Background: an optimization exercise with open tools, aiming at a short achievable clock period and few clock cycles. Do not read the settings as production practice. Only simulation tests tie the RTL to the original design; equivalence was not proved. Power figures rest on the tool's default switching activity, not on a simulated workload.

`config.mk`:
```
export PLATFORM = sky130hd
export DESIGN_NAME = RISC_V_Core
export DESIGN_NICKNAME = RISC_V_Core
export VERILOG_FILES = /design/flow/design.v
export SDC_FILE = /design/flow/constraint.sdc
export NUM_CORES = 4
export LEC_CHECK = 0
export CAP_MARGIN = 20
export CORE_MARGIN = 2
export CORE_UTILIZATION = 40
export SLEW_MARGIN = 20
```
`constraint.sdc`:
```
create_clock -name core_clock -period 12.5 [get_ports {clk}]
set_input_delay 2.5000 -clock core_clock [delete_from_list [all_inputs] [get_ports {clk}]]
set_output_delay 2.5000 -clock core_clock [all_outputs]
set_load 0.01 [all_outputs]
```
`design.v`:
```
module Mux_2_1 #(parameter DATA_WIDTH=8)(
	input [DATA_WIDTH-1:0]	A,
	input [DATA_WIDTH-1:0]	B,
	input sel,
	output [DATA_WIDTH-1:0]	Q
);
	assign Q = sel ? B : A;
endmodule
module Mux_4_1 #(parameter DATA_WIDTH=8)(
	input [DATA_WIDTH-1:0]  A,
	input [DATA_WIDTH-1:0]  B,
	input [DATA_WIDTH-1:0]  C,
	input [DATA_WIDTH-1:0]  D,
	input [1:0]             sel,
	output [DATA_WIDTH-1:0] Q
);
	wire [DATA_WIDTH-1:0] mux0, mux1;
	Mux_2_1  #(.DATA_WIDTH(DATA_WIDTH)) M0 (
		.A(A),
		.B(B),
		.sel(sel[0]),
		.Q(mux0)
	);
	Mux_2_1  #(.DATA_WIDTH(DATA_WIDTH)) M1 (
		.A(C),
		.B(D),
		.sel(sel[0]),
		.Q(mux1)
	);
	Mux_2_1  #(.DATA_WIDTH(DATA_WIDTH)) M2 (
		.A(mux0),
		.B(mux1),
		.sel(sel[1]),
		.Q(Q)
	);
endmodule
module Adder #(parameter DATA_WIDTH = 32) (
	input[DATA_WIDTH-1:0]   a,
	input[DATA_WIDTH-1:0]   b,
	output [DATA_WIDTH-1:0] f
);
    assign f = a + b;
endmodule
module Reg_Param  #(parameter DATA_WIDTH=8)(
	input                       rst,
	input                       clk,
	input                       en,
	input [DATA_WIDTH-1:0]      D,
	output reg [DATA_WIDTH-1:0] Q
);
    always @(posedge clk, negedge rst) begin 
        if (~rst) 
            Q <= 'h0;
        else if (en)
            Q <= D;
		end
endmodule
module Reg_PC  #(parameter DATA_WIDTH=8)(
	input                       rst,
	input                       clk,
	input                       en,
	input [DATA_WIDTH-1:0]      D,
	output reg [DATA_WIDTH-1:0] Q
);
    always @(posedge clk, negedge rst) begin 
        if (~rst) 
            Q <= 32'h400000;
        else if (en)
            Q <= D;
		end
endmodule
module Reg_SP_Param  #(parameter DATA_WIDTH=8)(
	input                       rst,
	input                       clk,
	input                       en,
	input [DATA_WIDTH-1:0]      D,
	output reg [DATA_WIDTH-1:0] Q
);
    always @(posedge clk, negedge rst) begin 
        if (~rst) 
            Q <= 32'h7fffeffc;
        else if (en)
            Q <= D;
		end
endmodule
module Reg_GP_Param  #(parameter DATA_WIDTH=8)(
	input                       rst,
	input                       clk,
	input                       en,
	input [DATA_WIDTH-1:0]      D,
	output reg [DATA_WIDTH-1:0] Q
);
    always @(posedge clk, negedge rst) begin 
        if (~rst) 
            Q <= 32'h10008000;
        else if (en)
            Q <= D;
		end
endmodule
module Reg_Neg_Param  #(parameter DATA_WIDTH=8)(
	input                       rst,
	input                       clk,
	input                       en,
	input [DATA_WIDTH-1:0]      D,
	output reg [DATA_WIDTH-1:0] Q
);
    always @(negedge clk, negedge rst) begin 
        if (~rst) 
            Q <= 'h0;
        else if (en)
            Q <= D;
		end
endmodule
module PC_Enable (
	input   D_PCEn,
	input   D_PCWrite,
	output  F_PCEn
);
	assign F_PCEn = D_PCEn & D_PCWrite;
endmodule
module PC_Src (
	input   PCWrite,
	input   Branch,
	input   Zero,
    input   XorZero,
	output  PCSrc
);
	assign PCSrc = PCWrite | (Branch & (XorZero ^ Zero));
endmodule
module Sign_Ext #(parameter IN_WIDTH = 16, parameter OUT_WIDTH = 32) (
	input [IN_WIDTH-1:0]    In,
	output [OUT_WIDTH-1:0]  Out
);
	assign Out = {{OUT_WIDTH-IN_WIDTH{In[IN_WIDTH-1]}},In};
endmodule
module Sign_Ext_Unit #(parameter IN_WIDTH_1 = 12, parameter IN_WIDTH_2 = 20, parameter OUT_WIDTH = 32) (
	input [IN_WIDTH_1-1:0]	In_12_I,
	input [IN_WIDTH_1-1:0]	In_12_S,
	input [IN_WIDTH_1-1:0]	In_12_B,
	input [IN_WIDTH_2-1:0]	In_20_U,
	input [IN_WIDTH_2-1:0]	In_20_J,
	input [2:0]				sel,
	output [OUT_WIDTH-1:0]	Out
);
    wire[OUT_WIDTH-1:0] In_12;
    wire[OUT_WIDTH-1:0] In_20;
    Mux_4_1 #(.DATA_WIDTH(IN_WIDTH_1)) MUX12 (
        .A(In_12_I),
        .B(In_12_S),
        .C({IN_WIDTH_1{1'b1}}),
        .D(In_12_B),
        .sel(sel[1:0]),
        .Q(In_12)
    );
	Mux_2_1 #(.DATA_WIDTH(IN_WIDTH_2)) MUX20 (
        .A(In_20_U),
        .B(In_20_J),
        .sel(sel[0]),
        .Q(In_20)
    );
    wire[OUT_WIDTH-1:0] In_0;
    wire[OUT_WIDTH-1:0] In_1;
	Sign_Ext #(.IN_WIDTH(IN_WIDTH_1), .OUT_WIDTH(OUT_WIDTH)) SE12 (
		.In(In_12),
		.Out(In_0)
	);
	Sign_Ext #(.IN_WIDTH(IN_WIDTH_2), .OUT_WIDTH(OUT_WIDTH)) SE20 (
		.In(In_20),
		.Out(In_1)
	);
	Mux_2_1 #(.DATA_WIDTH(OUT_WIDTH)) MUX (
        .A(In_0),
        .B(In_1),
        .sel(sel[2]),
        .Q(Out)
    );
endmodule
module Shift_Unit #(parameter DATA_WIDTH = 32) (
	input [DATA_WIDTH-1:0]  In,
    input [1:0]             sel,
	output [DATA_WIDTH-1:0] Out
);
    wire[DATA_WIDTH-1:0] In_0;
    wire[DATA_WIDTH-1:0] In_1;
    wire[DATA_WIDTH-1:0] In_2;
    wire[DATA_WIDTH-1:0] In_C;
    assign In_0 = In << 0;
    assign In_1 = In << 1;
    assign In_2 = In << 2;
    assign In_C = In << 12;
    Mux_4_1 #(.DATA_WIDTH(DATA_WIDTH)) MUX (
        .A(In_0),
        .B(In_1),
        .C(In_2),
        .D(In_C),
        .sel(sel),
        .Q(Out)
    );
endmodule
module ALU(
	input[31:0]			a,
	input[31:0]			b,
	input[4:0]			sel,
	output reg[31:0]	f,
	output reg			z
);
	always @(*)
	begin
		case (sel)
			5'b00000	: f = a + b;											 
			5'b10000	: f = a - b;											 
			5'b00100	: f = a ^ b;											 
			5'b00110		: f = a | b;											 
			5'b00111	: f = a & b;											 
			5'b00001	: f = a << b;											 
			5'b00101	: f = a >> b;											 
			5'b10101	: f = signed'(a) >>> b;									 
			5'b00010	: f = (signed'(a) < signed'(b)) ? 32'h1 : 32'h0;		 
			5'b00011	: f = (unsigned'(a) < unsigned'(b)) ? 32'h1 : 32'h0;	 
			5'b01000	: f = a * b;											 
			default		: f = 32'h0;
		endcase
		if (f == 0)
			z = 1'b1;
		else
			z = 1'b0;
	end
endmodule
module Control_Unit(
	input           clk,
	input           rst,
	input[6:0]      Opcode,
	input[6:0]      Funct7,
	input[2:0]      Funct3,
	output reg[1:0] ALUSrcA,
	output reg[1:0] ALUSrcB,
	output reg[1:0] ShiftAmnt,
	output reg[2:0] SignExt,
	output reg      PCEn, 
	output reg      MemWrite, 
	output reg      MemRead,
	output reg      RegWrite,
	output reg      Jump,
	output reg      Branch,
	output reg      XorZero,
	output reg      MemtoReg,
	output reg		JalrMux,
	output reg[4:0] ALUControl
);
	always @(*) begin
		case(Opcode)
			7'b0110011: begin
				PCEn		= 1'b1;	
				MemWrite	= 1'b0;		
				MemRead		= 1'b0;		
				RegWrite	= 1'b1;			 
				Jump		= 1'b0;		
				Branch		= 1'b0;		
				XorZero		= 1'b0;		
				SignExt		= 3'b000;	
				ShiftAmnt	= 2'b00;	
				JalrMux		= 1'b0;		
				ALUSrcA		= 2'b01;	 
				ALUSrcB		= 2'b00;	 
				MemtoReg	= 1'b0;		
				ALUControl	= {Funct7[5],Funct7[0],Funct3};	 
			end
			7'b0010011: begin
				PCEn		= 1'b1;	
				MemWrite	= 1'b0;		
				MemRead		= 1'b0;		
				RegWrite	= 1'b1;			 
				Jump		= 1'b0;		
				Branch		= 1'b0;		
				XorZero		= 1'b0;		
				SignExt		= 3'b000;	 
				ShiftAmnt	= 2'b00;	
				JalrMux		= 1'b0;		
				ALUSrcA		= 2'b01;	 
				MemtoReg	= 1'b0;		
				case (Funct3)
					3'b001 : begin
						ALUSrcB		= 2'b11;					 
						ALUControl	= {Funct7[5],Funct7[0],Funct3};	 
					end
					3'b101 : begin
						ALUSrcB		= 2'b11;					 
						ALUControl	= {Funct7[5],Funct7[0],Funct3};	 
					end
					default	 : begin
						ALUSrcB		= 2'b10;					 
						ALUControl	= {2'b00,Funct3};				 
					end
				endcase
			end
			7'b0000011: begin
				PCEn		= 1'b1;	
				MemWrite	= 1'b0;		
				MemRead		= 1'b1;			 
				RegWrite	= 1'b1;			 
				Jump		= 1'b0;		
				Branch		= 1'b0;		
				XorZero		= 1'b0;		
				SignExt		= 3'b000;	 
				ShiftAmnt	= 2'b00;	
				JalrMux		= 1'b0;		
				ALUSrcA		= 2'b01;	 
				ALUSrcB		= 2'b10;	 
				MemtoReg	= 1'b1;			 
				ALUControl	= 5'b00000;		 
			end
			7'b0100011: begin
				PCEn		= 1'b1;	
				MemWrite	= 1'b1;			 
				MemRead		= 1'b0;
				RegWrite	= 1'b0;
				Jump		= 1'b0;		
				Branch		= 1'b0;		
				XorZero		= 1'b0;		
				SignExt		= 3'b001;	 
				ShiftAmnt	= 2'b00;	
				JalrMux		= 1'b0;		
				ALUSrcA		= 2'b01;	 
				ALUSrcB		= 2'b10;	 
				MemtoReg	= 1'b0;		
				ALUControl	= 5'b00000;		 
			end
			7'b1100011: begin
				PCEn		= 1'b1;	
				MemWrite	= 1'b0;		
				MemRead		= 1'b0;			
				RegWrite	= 1'b0;			
				Jump		= 1'b0;		
				Branch		= 1'b1;			 
				SignExt		= 3'b011;		 
				ShiftAmnt	= 2'b01;		 
				JalrMux		= 1'b0;		
				ALUSrcA		= 2'b01;	 
				ALUSrcB		= 2'b00;	 
				MemtoReg	= 1'b0;		
				case (Funct3)
					3'b000: begin
						XorZero		= 1'b0;			 
						ALUControl	= 5'b00100;		 
					end
					3'b001: begin
						XorZero		= 1'b1;			 
						ALUControl	= 5'b00100;		 
					end
					3'b100: begin
						XorZero		= 1'b1;			 
						ALUControl	= 5'b00010;		 
					end
					3'b101: begin
						XorZero		= 1'b0;			 
						ALUControl	= 5'b00010;		 
					end
					3'b110: begin
						XorZero		= 1'b1;			 
						ALUControl	= 5'b00011;	 
					end
					3'b111: begin
						XorZero		= 1'b0;			 
						ALUControl	= 5'b00011;	 
					end
					default: begin
						XorZero		= 1'b0;			 
						ALUControl	= 5'b00100;		 
					end
				endcase
			end
			7'b1101111: begin
				PCEn		= 1'b1;	
				MemWrite	= 1'b0;			
				MemRead		= 1'b0;			
				RegWrite	= 1'b1;			 
				Jump		= 1'b1;			 
				Branch		= 1'b0;			
				XorZero		= 1'b0;		
				SignExt		= 3'b101;		 
				ShiftAmnt	= 2'b01;		 
				JalrMux		= 1'b0;		
				ALUSrcA		= 2'b00;	 
				ALUSrcB		= 2'b01;	 
				MemtoReg	= 1'b0;		
				ALUControl	= 5'b00000;		 
			end
			7'b1100111: begin
				PCEn		= 1'b1;	
				MemWrite	= 1'b0;			
				MemRead		= 1'b0;			
				RegWrite	= 1'b1;			 
				Jump		= 1'b1;			 
				Branch		= 1'b0;			
				XorZero		= 1'b0;		
				SignExt		= 3'b000;	 
				ShiftAmnt	= 2'b00;		 
				JalrMux		= 1'b1;			 
				ALUSrcA		= 2'b00;	 
				ALUSrcB		= 2'b01;	 
				MemtoReg	= 1'b0;		
				ALUControl	= 5'b00000;		 
			end
			7'b0110111: begin
				PCEn		= 1'b1;	
				MemWrite	= 1'b0;		
				MemRead		= 1'b0;		
				RegWrite	= 1'b1;			 
				Jump		= 1'b0;		
				Branch		= 1'b0;		
				XorZero		= 1'b0;		
				SignExt		= 3'b100;	 
				ShiftAmnt	= 2'b11;		 
				JalrMux		= 1'b0;		
				ALUSrcA		= 2'b10;	 
				ALUSrcB		= 2'b10;	 
				MemtoReg	= 1'b0;		
				ALUControl	= 5'b00000;		 
			end
			7'b0010111: begin
				PCEn		= 1'b1;	
				MemWrite	= 1'b0;		
				MemRead		= 1'b0;		
				RegWrite	= 1'b1;			 
				Jump		= 1'b0;		
				Branch		= 1'b0;		
				XorZero		= 1'b0;		
				SignExt		= 3'b100;	 
				ShiftAmnt	= 2'b11;		 
				JalrMux		= 1'b0;		
				ALUSrcA		= 2'b00;	 
				ALUSrcB		= 2'b10;	 
				MemtoReg	= 1'b0;		
				ALUControl	= 5'b00000;		 
			end
			7'b0000000: begin
				PCEn		= 1'b0;			 
				MemWrite	= 1'b0;		
				MemRead		= 1'b0;		
				RegWrite	= 1'b0;		
				Jump		= 1'b0;		
				Branch		= 1'b0;		
				XorZero		= 1'b0;		
				SignExt		= 3'b000;	
				ShiftAmnt	= 2'b00;		
				JalrMux		= 1'b0;		
				ALUSrcA		= 2'b01;	
				ALUSrcB		= 2'b00;	
				MemtoReg	= 1'b0;		
				ALUControl	= 5'b00000;	
			end
			default: begin
				PCEn		= 1'b0;			 
				MemWrite	= 1'b0;		
				MemRead		= 1'b0;		
				RegWrite	= 1'b0;		
				Jump		= 1'b0;		
				Branch		= 1'b0;		
				XorZero		= 1'b0;		
				SignExt		= 3'b000;	
				ShiftAmnt	= 2'b00;		
				JalrMux		= 1'b0;		
				ALUSrcA		= 2'b01;	
				ALUSrcB		= 2'b00;	
				MemtoReg	= 1'b0;		
				ALUControl	= 5'b00000;	
			end
		endcase
	end
endmodule
module Reg_File #(parameter ADDRESS_WIDTH = 5, parameter DATA_WIDTH = 32) (
	input                       clk,
	input                       rst,
	input                       we3,
	input [ADDRESS_WIDTH-1:0]   a1,
    input [ADDRESS_WIDTH-1:0]   a2,
    input [ADDRESS_WIDTH-1:0]   a3,
	input [DATA_WIDTH-1:0]      wd3,
	output [DATA_WIDTH-1:0]     rd1,
    output [DATA_WIDTH-1:0]     rd2
);
	wire [DATA_WIDTH-1:0] rdReg [2**ADDRESS_WIDTH-1:0];
	genvar i;
	generate
		for (i = 0; i < 2**ADDRESS_WIDTH; i = i + 1) begin : GENREGS
			if (i == 2)
				Reg_SP_Param  #(.DATA_WIDTH(DATA_WIDTH)) REG_i (
					.rst(rst),
					.clk(clk),
					.en(we3 & (a3 == i)),
					.D(wd3),
					.Q(rdReg[i])
				);
			else if (i == 3)
				Reg_GP_Param  #(.DATA_WIDTH(DATA_WIDTH)) REG_i (
					.rst(rst),
					.clk(clk),
					.en(we3 & (a3 == i)),
					.D(wd3),
					.Q(rdReg[i])
				);
			else
				Reg_Param  #(.DATA_WIDTH(DATA_WIDTH)) REG_i (
					.rst(rst),
					.clk(clk),
					.en(we3 & (a3 == i)),
					.D(wd3),
					.Q(rdReg[i])
				);
		end
	endgenerate
	assign rd1 = (a1 == {ADDRESS_WIDTH{1'b0}}) ? {DATA_WIDTH{1'b0}} : rdReg[a1];
	assign rd2 = (a2 == {ADDRESS_WIDTH{1'b0}}) ? {DATA_WIDTH{1'b0}} : rdReg[a2];
endmodule
module Hazard_Detection_Unit #(parameter DATA_WIDTH=5)(
	input [DATA_WIDTH-1:0]	Rs1,
	input [DATA_WIDTH-1:0]	Rs2,
	input [DATA_WIDTH-1:0]	E_Rd,
	input                   E_MemRead,
    output reg              PCWrite,
    output reg              IDWrite,
	output reg              Stall
);
	always @(*) begin
        if (E_MemRead && E_Rd != {DATA_WIDTH{1'b0}} && (E_Rd == Rs1 || E_Rd == Rs2)) begin
            PCWrite = 1'b0;
            IDWrite = 1'b0;
            Stall   = 1'b1;
        end else begin
            PCWrite = 1'b1;
            IDWrite = 1'b1;
            Stall   = 1'b0;
        end
    end
endmodule
module Forwarding_Unit #(parameter DATA_WIDTH=5)(
	input [DATA_WIDTH-1:0]	Rs1,
	input [DATA_WIDTH-1:0]	Rs2,
	input [DATA_WIDTH-1:0]	M_Rd,
	input [DATA_WIDTH-1:0]	W_Rd,
	input                   M_RegWrite,
	input                   W_RegWrite,
	output reg [1:0]        AForward,
	output reg [1:0]        BForward
);
	always @(*) begin
        if (M_RegWrite && M_Rd != {DATA_WIDTH{1'b0}}) begin
            if (M_Rd == Rs1)    AForward[0] = 1'b1;   else    AForward[0] = 1'b0;
            if (M_Rd == Rs2)    BForward[0] = 1'b1;   else    BForward[0] = 1'b0;
        end else begin
            AForward[0] = 1'b0;
            BForward[0] = 1'b0;
        end
        if (W_RegWrite && W_Rd != {DATA_WIDTH{1'b0}}) begin
            if (W_Rd == Rs1 && !AForward[0])    AForward[1] = 1'b1;  else    AForward[1] = 1'b0;
            if (W_Rd == Rs2 && !BForward[0])    BForward[1] = 1'b1;  else    BForward[1] = 1'b0;
        end else begin
            AForward[1] = 1'b0;
            BForward[1] = 1'b0;
        end
    end
endmodule
module RISC_V_Core #(parameter DATA_WIDTH = 32, parameter ADDR_WIDTH = 32) (
	input wire              clk, 
	input wire              rst,
	input [DATA_WIDTH-1:0]  InstrData,
	input [DATA_WIDTH-1:0]  MemData,
	output wire             MemRead, 
	output wire             MemWrite,
	output [DATA_WIDTH-1:0] WriteData,
	output [DATA_WIDTH-1:0] RWAddress,
	output [DATA_WIDTH-1:0] PC
);
	wire					F_PCEn;
	wire [DATA_WIDTH-1:0]   F_PCp;
	wire [DATA_WIDTH-1:0]   F_PCp4;
	wire					D_PCEn;
	wire					D_PCWrite;
	wire					D_RegEn;
	wire					D_Stall;
	wire					D_MemWrite;
	wire					D_MemWrite_H;
	wire					D_MemRead;
	wire					D_MemRead_H;
	wire                    D_RegWrite;
	wire                    D_RegWrite_H;
	wire                    D_Jump;
	wire                    D_Jump_H;
	wire                    D_Branch;
	wire                    D_Branch_H;
	wire                    D_XorZero;
	wire                    D_XorZero_H;
	wire                    D_MemtoReg;
	wire                    D_MemtoReg_H;
	wire                    D_JalrMux;
	wire                    D_JalrMux_H;
	wire [1:0]              D_ALUSrcA;
	wire [1:0]              D_ALUSrcA_H;
	wire [1:0]              D_ALUSrcB;
	wire [1:0]              D_ALUSrcB_H;
	wire [1:0]              D_ShiftAmnt;
	wire [1:0]              D_ShiftAmnt_H;
	wire [2:0]              D_SignExt;
	wire [2:0]              D_SignExt_H;
	wire [4:0]              D_ALUControl;
	wire [4:0]              D_ALUControl_H;
	wire [DATA_WIDTH-1:0]   D_PC;
	wire [DATA_WIDTH-1:0]   D_InstrData;
	wire [DATA_WIDTH-1:0]   D_RD1;
	wire [DATA_WIDTH-1:0]   D_RD2;
	wire					E_MemWrite;
	wire					E_MemWrite_H;
	wire					E_MemRead;
	wire					E_MemRead_H;
	wire					E_RegWrite;
	wire					E_RegWrite_H;
	wire                    E_Jump;
	wire                    E_Jump_H;
	wire                    E_Branch;
	wire                    E_Branch_H;
	wire                    E_XorZero;
	wire                    E_XorZero_H;
	wire                    E_MemtoReg;
	wire                    E_MemtoReg_H;
	wire                    E_JalrMux;
	wire                    E_Zero;
	wire [1:0]              E_AForward;
	wire [1:0]              E_BForward;
	wire [1:0]              E_ALUSrcA;
	wire [1:0]              E_ALUSrcB;
	wire [1:0]              E_ShiftAmnt;
	wire [2:0]              E_SignExt;
	wire [4:0]              E_ALUControl;
	wire [DATA_WIDTH-1:0]   E_PC;
	wire [DATA_WIDTH-1:0]   E_InstrData;
	wire [DATA_WIDTH-1:0]   E_RD1;
	wire [DATA_WIDTH-1:0]   E_RD2;
	wire [DATA_WIDTH-1:0]   E_SignImm;
	wire [DATA_WIDTH-1:0]   E_ShiftImm;
	wire [DATA_WIDTH-1:0]   E_PCj;
	wire [DATA_WIDTH-1:0]   E_PCbra;
	wire [DATA_WIDTH-1:0]   E_RegA;
	wire [DATA_WIDTH-1:0]   E_RegB;
	wire [DATA_WIDTH-1:0]   E_SrcA;
	wire [DATA_WIDTH-1:0]   E_SrcB;
	wire [DATA_WIDTH-1:0]   E_ALUOut;
	wire					M_RegWrite;
	wire                    M_Jump;
	wire                    M_Branch;
	wire                    M_XorZero;
	wire                    M_MemtoReg;
	wire                    M_Zero;
	wire                    M_PCSrc;
	wire [DATA_WIDTH-1:0]   M_InstrData;
	wire [DATA_WIDTH-1:0]   M_PCbra;
	wire					W_RegWrite;
	wire                    W_MemtoReg;
	wire [DATA_WIDTH-1:0]	W_MemData;
	wire [DATA_WIDTH-1:0]   W_ALUOut;
	wire [DATA_WIDTH-1:0]   W_InstrData;
	wire [DATA_WIDTH-1:0]   W_WD3;
	Reg_PC #(.DATA_WIDTH(DATA_WIDTH)) PCREG (
		.rst(rst),
		.clk(clk),
		.en(F_PCEn | M_PCSrc),
		.D(F_PCp),
		.Q(PC)
	);
	PC_Enable PCEN(
		.D_PCEn(D_PCEn),
		.D_PCWrite(D_PCWrite),
		.F_PCEn(F_PCEn)
	);
	Adder #(.DATA_WIDTH(DATA_WIDTH)) PCP4 (
		.a(PC),
		.b(32'h4),
		.f(F_PCp4)
	);
	Mux_2_1 #(.DATA_WIDTH(DATA_WIDTH)) PCOUTMUX (
		.A(F_PCp4),
		.B(M_PCbra),
		.sel(M_PCSrc),
		.Q(F_PCp)
	);
	Reg_Neg_Param #(.DATA_WIDTH(DATA_WIDTH)) F_D_PC(
		.rst(rst),
		.clk(clk),
		.en(D_RegEn | M_PCSrc),
		.D(PC),
		.Q(D_PC)
	);
	Reg_Neg_Param #(.DATA_WIDTH(DATA_WIDTH)) F_D_INSTRDATA(
		.rst(rst),
		.clk(clk),
		.en(D_RegEn | M_PCSrc),
		.D(InstrData),
		.Q(D_InstrData)
	);
	Control_Unit CU(
        .clk(clk),
        .rst(rst),
        .Opcode(D_InstrData[6:0]),
        .Funct7(D_InstrData[31:25]),
        .Funct3(D_InstrData[14:12]),
        .ALUSrcA(D_ALUSrcA),
        .ALUSrcB(D_ALUSrcB),
        .ShiftAmnt(D_ShiftAmnt),
        .SignExt(D_SignExt),
        .PCEn(D_PCEn),
        .MemWrite(D_MemWrite), 
        .MemRead(D_MemRead),
        .RegWrite(D_RegWrite),
        .Jump(D_Jump),
        .Branch(D_Branch),
        .XorZero(D_XorZero),
        .MemtoReg(D_MemtoReg),
        .JalrMux(D_JalrMux),
        .ALUControl(D_ALUControl)
    );
	Reg_File #(.ADDRESS_WIDTH(5), .DATA_WIDTH(DATA_WIDTH)) REGFILE (
		.clk(clk),
		.rst(rst),
		.we3(W_RegWrite),
		.a1(D_InstrData[19:15]),
		.a2(D_InstrData[24:20]),
		.a3(W_InstrData[11:7]),
		.wd3(W_WD3),
		.rd1(D_RD1),
		.rd2(D_RD2)
	);
	Hazard_Detection_Unit #(.DATA_WIDTH(5)) HDU (
		.Rs1(D_InstrData[19:15]),
		.Rs2(D_InstrData[24:20]),
		.E_Rd(E_InstrData[11:7]),
		.E_MemRead(E_MemRead),
		.PCWrite(D_PCWrite),
		.IDWrite(D_RegEn),
		.Stall(D_Stall)
	);
	Mux_2_1 #(.DATA_WIDTH(2)) STALL_ALUSRCA (
		.A(D_ALUSrcA),
		.B(2'b00),
		.sel(D_Stall | M_PCSrc),
		.Q(D_ALUSrcA_H)
	);
	Mux_2_1 #(.DATA_WIDTH(2)) STALL_ALUSRCB (
		.A(D_ALUSrcB),
		.B(2'b00),
		.sel(D_Stall | M_PCSrc),
		.Q(D_ALUSrcB_H)
	);
	Mux_2_1 #(.DATA_WIDTH(2)) STALL_SHIFTAMNT (
		.A(D_ShiftAmnt),
		.B(2'b00),
		.sel(D_Stall | M_PCSrc),
		.Q(D_ShiftAmnt_H)
	);
	Mux_2_1 #(.DATA_WIDTH(3)) STALL_SIGNEXT (
		.A(D_SignExt),
		.B(3'b000),
		.sel(D_Stall | M_PCSrc),
		.Q(D_SignExt_H)
	);
	Mux_2_1 #(.DATA_WIDTH(1)) STALL_MEMWRITE (
		.A(D_MemWrite),
		.B(1'b0),
		.sel(D_Stall | M_PCSrc),
		.Q(D_MemWrite_H)
	);
	Mux_2_1 #(.DATA_WIDTH(1)) STALL_MEMREAD (
		.A(D_MemRead),
		.B(1'b0),
		.sel(D_Stall | M_PCSrc),
		.Q(D_MemRead_H)
	);
	Mux_2_1 #(.DATA_WIDTH(1)) STALL_REGWRITE (
		.A(D_RegWrite),
		.B(1'b0),
		.sel(D_Stall | M_PCSrc),
		.Q(D_RegWrite_H)
	);
	Mux_2_1 #(.DATA_WIDTH(1)) STALL_JUMP (
		.A(D_Jump),
		.B(1'b0),
		.sel(D_Stall | M_PCSrc),
		.Q(D_Jump_H)
	);
	Mux_2_1 #(.DATA_WIDTH(1)) STALL_BRANCH (
		.A(D_Branch),
		.B(1'b0),
		.sel(D_Stall | M_PCSrc),
		.Q(D_Branch_H)
	);
	Mux_2_1 #(.DATA_WIDTH(1)) STALL_XORZERO (
		.A(D_XorZero),
		.B(1'b0),
		.sel(D_Stall | M_PCSrc),
		.Q(D_XorZero_H)
	);
	Mux_2_1 #(.DATA_WIDTH(1)) STALL_MEMTOREG (
		.A(D_MemtoReg),
		.B(1'b0),
		.sel(D_Stall | M_PCSrc),
		.Q(D_MemtoReg_H)
	);
	Mux_2_1 #(.DATA_WIDTH(1)) STALL_JALRMUX (
		.A(D_JalrMux),
		.B(1'b0),
		.sel(D_Stall | M_PCSrc),
		.Q(D_JalrMux_H)
	);
	Mux_2_1 #(.DATA_WIDTH(5)) STALL_ALUCONTROL (
		.A(D_ALUControl),
		.B(5'b00000),
		.sel(D_Stall | M_PCSrc),
		.Q(D_ALUControl_H)
	);
	Reg_Neg_Param #(.DATA_WIDTH(DATA_WIDTH)) D_E_PC(
		.rst(rst),
		.clk(clk),
		.en(1'b1),
		.D(D_PC),
		.Q(E_PC)
	);
	Reg_Neg_Param #(.DATA_WIDTH(DATA_WIDTH)) D_E_RD1(
		.rst(rst),
		.clk(clk),
		.en(1'b1),
		.D(D_RD1),
		.Q(E_RD1)
	);
	Reg_Neg_Param #(.DATA_WIDTH(DATA_WIDTH)) D_E_RD2(
		.rst(rst),
		.clk(clk),
		.en(1'b1),
		.D(D_RD2),
		.Q(E_RD2)
	);
	Reg_Neg_Param #(.DATA_WIDTH(DATA_WIDTH)) D_E_INSTRDATA(
		.rst(rst),
		.clk(clk),
		.en(1'b1),
		.D(D_InstrData),
		.Q(E_InstrData)
	);
	Reg_Neg_Param #(.DATA_WIDTH(2)) D_E_ALUSRCA(
		.rst(rst),
		.clk(clk),
		.en(1'b1),
		.D(D_ALUSrcA_H),
		.Q(E_ALUSrcA)
	);
	Reg_Neg_Param #(.DATA_WIDTH(2)) D_E_ALUSRCB(
		.rst(rst),
		.clk(clk),
		.en(1'b1),
		.D(D_ALUSrcB_H),
		.Q(E_ALUSrcB)
	);
	Reg_Neg_Param #(.DATA_WIDTH(2)) D_E_SHIFTAMNT(
		.rst(rst),
		.clk(clk),
		.en(1'b1),
		.D(D_ShiftAmnt_H),
		.Q(E_ShiftAmnt)
	);
	Reg_Neg_Param #(.DATA_WIDTH(3)) D_E_SIGNEXT(
		.rst(rst),
		.clk(clk),
		.en(1'b1),
		.D(D_SignExt_H),
		.Q(E_SignExt)
	);
	Reg_Neg_Param #(.DATA_WIDTH(1)) D_E_MEMWRITE(
		.rst(rst),
		.clk(clk),
		.en(1'b1),
		.D(D_MemWrite_H),
		.Q(E_MemWrite)
	);
	Reg_Neg_Param #(.DATA_WIDTH(1)) D_E_MEMREAD(
		.rst(rst),
		.clk(clk),
		.en(1'b1),
		.D(D_MemRead_H),
		.Q(E_MemRead)
	);
	Reg_Neg_Param #(.DATA_WIDTH(1)) D_E_REGWRITE(
		.rst(rst),
		.clk(clk),
		.en(1'b1),
		.D(D_RegWrite_H),
		.Q(E_RegWrite)
	);
	Reg_Neg_Param #(.DATA_WIDTH(1)) D_E_JUMP(
		.rst(rst),
		.clk(clk),
		.en(1'b1),
		.D(D_Jump_H),
		.Q(E_Jump)
	);
	Reg_Neg_Param #(.DATA_WIDTH(1)) D_E_BRANCH(
		.rst(rst),
		.clk(clk),
		.en(1'b1),
		.D(D_Branch_H),
		.Q(E_Branch)
	);
	Reg_Neg_Param #(.DATA_WIDTH(1)) D_E_XORZERO(
		.rst(rst),
		.clk(clk),
		.en(1'b1),
		.D(D_XorZero_H),
		.Q(E_XorZero)
	);
	Reg_Neg_Param #(.DATA_WIDTH(1)) D_E_MEMTOREG(
		.rst(rst),
		.clk(clk),
		.en(1'b1),
		.D(D_MemtoReg_H),
		.Q(E_MemtoReg)
	);
	Reg_Neg_Param #(.DATA_WIDTH(1)) D_E_JALRMUX(
		.rst(rst),
		.clk(clk),
		.en(1'b1),
		.D(D_JalrMux_H),
		.Q(E_JalrMux)
	);
	Reg_Neg_Param #(.DATA_WIDTH(5)) D_E_ALUCONTROL(
		.rst(rst),
		.clk(clk),
		.en(1'b1),
		.D(D_ALUControl_H),
		.Q(E_ALUControl)
	);
    Sign_Ext_Unit #(.IN_WIDTH_1(12), .IN_WIDTH_2(20), .OUT_WIDTH(DATA_WIDTH)) SEU (
        .In_12_I(E_InstrData[31:20]),
        .In_12_S({E_InstrData[31:25],E_InstrData[11:7]}),
        .In_12_B({E_InstrData[31],E_InstrData[7],E_InstrData[30:25],E_InstrData[11:8]}),
        .In_20_U(E_InstrData[31:12]),
        .In_20_J({E_InstrData[31],E_InstrData[19:12],E_InstrData[20],E_InstrData[30:21]}),
        .sel(E_SignExt),
        .Out(E_SignImm)
    );
    Shift_Unit #(.DATA_WIDTH(DATA_WIDTH)) SU (
        .In(E_SignImm),
        .sel(E_ShiftAmnt),
        .Out(E_ShiftImm)
    );
	Forwarding_Unit #(.DATA_WIDTH(5)) FU (
		.Rs1(E_InstrData[19:15]),
		.Rs2(E_InstrData[24:20]),
		.M_Rd(M_InstrData[11:7]),
		.W_Rd(W_InstrData[11:7]),
		.M_RegWrite(M_RegWrite),
		.W_RegWrite(W_RegWrite),
		.AForward(E_AForward),
		.BForward(E_BForward)
	);
	Mux_2_1 #(.DATA_WIDTH(DATA_WIDTH)) JALRMUX (
		.A(E_PC),
		.B(E_RegA),
		.sel(E_JalrMux),
		.Q(E_PCj)
	);
	Adder #(.DATA_WIDTH(DATA_WIDTH)) PCBJ (
		.a(E_PCj),
		.b(E_ShiftImm),
		.f(E_PCbra)
	);
	Mux_4_1 #(.DATA_WIDTH(DATA_WIDTH)) AFW (
		.A(E_RD1),
		.B(RWAddress),
		.C(W_WD3),
		.D(32'h0),
		.sel(E_AForward),
		.Q(E_RegA)
	);
	Mux_4_1 #(.DATA_WIDTH(DATA_WIDTH)) BFW (
		.A(E_RD2),
		.B(RWAddress),
		.C(W_WD3),
		.D(32'h0),
		.sel(E_BForward),
		.Q(E_RegB)
	);
	Mux_4_1 #(.DATA_WIDTH(DATA_WIDTH)) AMUX (
		.A(E_PC),
		.B(E_RegA),
		.C(32'h0),
		.D(32'h0),
		.sel(E_ALUSrcA),
		.Q(E_SrcA)
	);
	Mux_4_1 #(.DATA_WIDTH(DATA_WIDTH)) BMUX (
		.A(E_RegB),
		.B(32'h4),
		.C(E_ShiftImm),
		.D({27'h0,E_ShiftImm[4:0]}),
		.sel(E_ALUSrcB),
		.Q(E_SrcB)
	);
	ALU ALURISCV(
		.a(E_SrcA),
		.b(E_SrcB),
		.sel(E_ALUControl),
		.f(E_ALUOut),
		.z(E_Zero)
	);
	Mux_2_1 #(.DATA_WIDTH(1)) NOP_MEMWRITE (
		.A(E_MemWrite),
		.B(1'b0),
		.sel(M_PCSrc),
		.Q(E_MemWrite_H)
	);
	Mux_2_1 #(.DATA_WIDTH(1)) NOP_MEMREAD (
		.A(E_MemRead),
		.B(1'b0),
		.sel(M_PCSrc),
		.Q(E_MemRead_H)
	);
	Mux_2_1 #(.DATA_WIDTH(1)) NOP_REGWRITE (
		.A(E_RegWrite),
		.B(1'b0),
		.sel(M_PCSrc),
		.Q(E_RegWrite_H)
	);
	Mux_2_1 #(.DATA_WIDTH(1)) NOP_JUMP (
		.A(E_Jump),
		.B(1'b0),
		.sel(M_PCSrc),
		.Q(E_Jump_H)
	);
	Mux_2_1 #(.DATA_WIDTH(1)) NOP_BRANCH (
		.A(E_Branch),
		.B(1'b0),
		.sel(M_PCSrc),
		.Q(E_Branch_H)
	);
	Mux_2_1 #(.DATA_WIDTH(1)) NOP_XORZERO (
		.A(E_XorZero),
		.B(1'b0),
		.sel(M_PCSrc),
		.Q(E_XorZero_H)
	);
	Mux_2_1 #(.DATA_WIDTH(1)) NOP_MEMTOREG (
		.A(E_MemtoReg),
		.B(1'b0),
		.sel(M_PCSrc),
		.Q(E_MemtoReg_H)
	);
	Reg_Neg_Param #(.DATA_WIDTH(DATA_WIDTH)) E_M_PCBRA(
		.rst(rst),
		.clk(clk),
		.en(1'b1),
		.D(E_PCbra),
		.Q(M_PCbra)
	);
	Reg_Neg_Param #(.DATA_WIDTH(DATA_WIDTH)) E_M_ALUOUT(
		.rst(rst),
		.clk(clk),
		.en(1'b1),
		.D(E_ALUOut),
		.Q(RWAddress)
	);
	Reg_Neg_Param #(.DATA_WIDTH(1)) E_M_ZERO(
		.rst(rst),
		.clk(clk),
		.en(1'b1),
		.D(E_Zero),
		.Q(M_Zero)
	);
	Reg_Neg_Param #(.DATA_WIDTH(DATA_WIDTH)) E_M_RD2(
		.rst(rst),
		.clk(clk),
		.en(1'b1),
		.D(E_RegB),
		.Q(WriteData)
	);
	Reg_Neg_Param #(.DATA_WIDTH(DATA_WIDTH)) E_M_INSTRDATA(
		.rst(rst),
		.clk(clk),
		.en(1'b1),
		.D(E_InstrData),
		.Q(M_InstrData)
	);
	Reg_Neg_Param #(.DATA_WIDTH(1)) E_M_MEMWRITE(
		.rst(rst),
		.clk(clk),
		.en(1'b1),
		.D(E_MemWrite_H),
		.Q(MemWrite)
	);
	Reg_Neg_Param #(.DATA_WIDTH(1)) E_M_MEMREAD(
		.rst(rst),
		.clk(clk),
		.en(1'b1),
		.D(E_MemRead_H),
		.Q(MemRead)
	);
	Reg_Neg_Param #(.DATA_WIDTH(1)) E_M_REGWRITE(
		.rst(rst),
		.clk(clk),
		.en(1'b1),
		.D(E_RegWrite_H),
		.Q(M_RegWrite)
	);
	Reg_Neg_Param #(.DATA_WIDTH(1)) E_M_JUMP(
		.rst(rst),
		.clk(clk),
		.en(1'b1),
		.D(E_Jump_H),
		.Q(M_Jump)
	);
	Reg_Neg_Param #(.DATA_WIDTH(1)) E_M_BRANCH(
		.rst(rst),
		.clk(clk),
		.en(1'b1),
		.D(E_Branch_H),
		.Q(M_Branch)
	);
	Reg_Neg_Param #(.DATA_WIDTH(1)) E_M_XORZERO(
		.rst(rst),
		.clk(clk),
		.en(1'b1),
		.D(E_XorZero_H),
		.Q(M_XorZero)
	);
	Reg_Neg_Param #(.DATA_WIDTH(1)) E_M_MEMTOREG(
		.rst(rst),
		.clk(clk),
		.en(1'b1),
		.D(E_MemtoReg_H),
		.Q(M_MemtoReg)
	);
	PC_Src PCSRC(
		.PCWrite(M_Jump),
		.Branch(M_Branch),
		.Zero(M_Zero),
		.XorZero(M_XorZero),
		.PCSrc(M_PCSrc)
	);
	Reg_Neg_Param #(.DATA_WIDTH(DATA_WIDTH)) M_W_MEMDATA(
		.rst(rst),
		.clk(clk),
		.en(1'b1),
		.D(MemData),
		.Q(W_MemData)
	);
	Reg_Neg_Param #(.DATA_WIDTH(DATA_WIDTH)) M_W_RWADDRESS(
		.rst(rst),
		.clk(clk),
		.en(1'b1),
		.D(RWAddress),
		.Q(W_ALUOut)
	);
	Reg_Neg_Param #(.DATA_WIDTH(DATA_WIDTH)) M_W_INSTRDATA(
		.rst(rst),
		.clk(clk),
		.en(1'b1),
		.D(M_InstrData),
		.Q(W_InstrData)
	);
	Reg_Neg_Param #(.DATA_WIDTH(1)) M_W_REGWRITE(
		.rst(rst),
		.clk(clk),
		.en(1'b1),
		.D(M_RegWrite),
		.Q(W_RegWrite)
	);
	Reg_Neg_Param #(.DATA_WIDTH(1)) M_W_MEMTOREG(
		.rst(rst),
		.clk(clk),
		.en(1'b1),
		.D(M_MemtoReg),
		.Q(W_MemtoReg)
	);
	Mux_2_1 #(.DATA_WIDTH(32)) WD3MUX (
		.A(W_ALUOut),
		.B(W_MemData),
		.sel(W_MemtoReg),
		.Q(W_WD3)
	);
endmodule
```
`run.sh`:
```
#!/bin/bash
# synth_recipe.tcl (not shown) runs the flow's synth.tcl, then flattens the netlist and writes it again
# the make line also repeats each setting of config.mk as NAME=value (left out here)
make -C /OpenROAD-flow-scripts/flow DESIGN_CONFIG=/design/flow/config.mk WORK_HOME=/design/flow/orfs CLKGATE_MAP_FILE= SYNTH_SCRIPT=/design/flow/synth_recipe.tcl finish
```
==> impl_metrics.ini <==
[global_routing]
grt_antenna_before_repair = 38
grt_start_max_net_pins = 156
grt_pass1_vias = 84200
grt_pass1_wl_um = 660000
grt_usage = 0.408
grt-ovfl-total = 0

[clock_tree]
max-clock-path-buffers = 3
post_cts_buffers = 0
cts_root_buf = clkbuf_16
cts_hold_buffers = 0
cts_tree = yes
cts_resized = 0
cts.sinks = 1408
cts_buffers = 144
path_clk_slew_ns = 0.07
clk_latency_ns = 0.86
h-tree-depth = 4

[timing]
worst-slew-pin-transition_ns = 1.34
rsz0062_at_grt = false
min_period_ns = 11.32
fin_crit_sh = 0.906
clock_skew_ns = 0.138
slew_headroom = 0.0964
finalSetupViolCount = 0
fin_hold_ws_ns = 0.315
drv_slew = 0
max_freq_mhz = 88.3
hold_viol = 0
setup_tns_ns = 0

[cells_and_area]
drive_gt1_frac = 0.101
area.growth.synth_to_final_pct = 13.0
largest_reg_flops = 960
nets = 10500
regMostFlops = REGFILE.GENREGS.genblk1.genblk1.REG_i.Q

[worst_setup_path]
crit_required_ns = 19.51
slowest_delay_ns = 0.94
critPathBufInv = 5
cp-end-kind = flip-flop
critPathSlowestCell = or4_1
critPathKind = reg2reg
path_delay_family = adder cells
crit_top_cell = fa_1
critPathLaunchType = flip-flop
path_max_fanout = 15
crit_arrival_ns = 18.34

[logic_synthesis]
yosys_warnings = 18
synth_ff_type = dfrtp_1
synth_top_area_frac = 0.277
syn_avg_cell_area_sq_um = 9.05
synthArstFlopShare = 1.00
synthesis.nets = 10600
synth_cell_types = 100
ys_top_cells_by_count = nor2_1, dfrtp_1, nand2_1
synth.most_common_cell = nor2_1
synth.area.top_cells = dfrtp_1, dfrtn_1, fa_1, a21oi_1, nor2_1
synth_area_leader_cell = dfrtp_1
syn_area_sq_um = 89600
synth_seq_area_share = 0.394
synth_edf_count = 0
synth_cells = 9904
ys_seq_elements = 1408

[outcome]
run_status = complete, no violations

[run]
cap_viol_max_count = 0

[route]
wl_per_cell_um = 37.0
viasPerCell = 6.85
ant_nets = 0
firstDrtPassIters = 12
first_iter_violations = 15500
via_count = 88200
wl_um = 477000
drc = 0

[power_and_ir_drop]
p_leak_nw = 43.6
irDropWorstVdd_mv = 0.173
p_per_area_nw_per_um2 = 137

[place]
post-dp-hpwl_um = 316000
gp_congestion = 1.03
io_buffers = 163

[floorplan]
die_area_sq_um = 228000
io_pins = 164
die_w_um = 477
dieHeight_um = 477
start_util = 0.403
core_sq_um = 223000
std_cell_rows = 173

[min_path]
hp-class = reg2reg
## logic make-up (layout without fill, tap and decap cells)
kind of cell | after synthesis | in the layout | share of synthesized area
other cells | 0 | 33 | 0
mux | 297 | 297 | 0.0355
simple gates | 2940 | 2940 | 0.142
flops | 1408 | 1408 | 0.394
xor+xnor | 199 | 199 | 0.0196
fa+ha+maj | 662 | 662 | 0.127
buf+inv | 1354 | 1324 | 0.0581
compound gates | 3044 | 3044 | 0.225
## worst paths after layout
kind | from | endpoint | slack, ns | cells after the start
max in group asynchronous | rst | F_D_INSTRDATA.Q[6]$_DFFE_NN0P_ | 3.46 | 2
min reg2reg | F_D_PC.Q[5]$_DFFE_NN0P_ | D_E_PC.Q[5]$_DFF_NN0_ | 0.31 | 0
min in group asynchronous | rst | REGFILE.GENREGS[12].genblk1.genblk1.REG_i.Q[23]$_DFFE_PN0P_ | 1.59 | 1
min | F_D_PC.Q[5]$_DFFE_NN0P_ | D_E_PC.Q[5]$_DFF_NN0_ | 0.31 | 0
max | M_W_INSTRDATA.Q[8]$_DFF_NN0_ | E_M_ZERO.Q$_DFF_NN0_ | 1.18 | 35
max reg2reg | M_W_INSTRDATA.Q[8]$_DFF_NN0_ | E_M_ZERO.Q$_DFF_NN0_ | 1.18 | 35
## where the power goes
group          internal, mW  total (mW)  switching, mW
Sequential             5.02        5.56          0.541
Clock                  2.72        4.77           2.05
Combinational          1.12        3.52           2.40
## layer usage
layer | GRT usage | routed length [um] | vias up
li1 | - | - | 35000
met1 | 0.525 | 176000 | 43400
met2 | 0.569 | 192000 | 7496
met3 | 0.145 | 65500 | 2272
met4 | 0.284 | 42900 | 36
met5 | 0.00672 | 239 | -
## through the flow
| stage | util | std cells | power, mW | setup WS, ns | instance area (sq um) |
|---|---|---|---|---|---|
| 6_report | 0.455 | 12900 | 13.8 | 1.18 | 101000 |
| 5_1_grt | 0.455 | 12900 | 14.2 | 0.692 | 101000 |
| 4_1_cts | 0.454 | 12800 | 13.7 | 1.36 | 101000 |
| 3_5_place_dp | 0.431 | 12600 | 8.96 | 1.35 | 95900 |
| 3_3_place_gp | 0.430 | 12600 | 8.94 | 1.57 | 95800 |
| 2_1_floorplan | - | 9904 | 7.20 | 1.57 | 89600 |
## cell type report
cell class	instances	area (sq um)
Inverter	529	1990
Fill cell	21500	121000
Timing Repair Buffer	528	4610
Clock buffer	202	4180
Clock inverter	65	983
Antenna cell	33	82.6
Sequential cell	1408	35300
Multi-Input combinational cell	7142	50400
Tap cell	2975	3720
## layout by cell type (no fill, tap or decap), types with 36 or more instances in the layout
cell type / instances
nor2_1: 1114
dfrtp_1: 993
nand2_1: 958
a21oi_1: 915
o21ai_0: 608
inv_1: 510
fa_1: 411
dfrtn_1: 384
a22oi_1: 374
buf_4: 349
a221oi_1: 283
a22o_1: 256
ha_1: 251
nand3_1: 202
clkdlybuf4s50_1: 162
clkbuf_16: 149
nand4_1: 148
xnor2_1: 143
mux2i_1: 138
nor3_1: 136
mux2_2: 123
o211ai_1: 108
nor2_4: 73
a222oi_1: 67
a31oi_1: 63
xor2_1: 55
and2_1: 37
o22ai_1: 36
## worst register-to-register path, delay by kind of cell, from the launching register on
kind	cells	cell delay [ns]
xor+xnor	1	0.16
fa+ha+maj	9	4.23
simple gates	11	3.86
flops	1	0.70
compound gates	9	1.78
buf+inv	5	0.60
Testbench counts, summed over its fixed seeds: cycles 65,193.
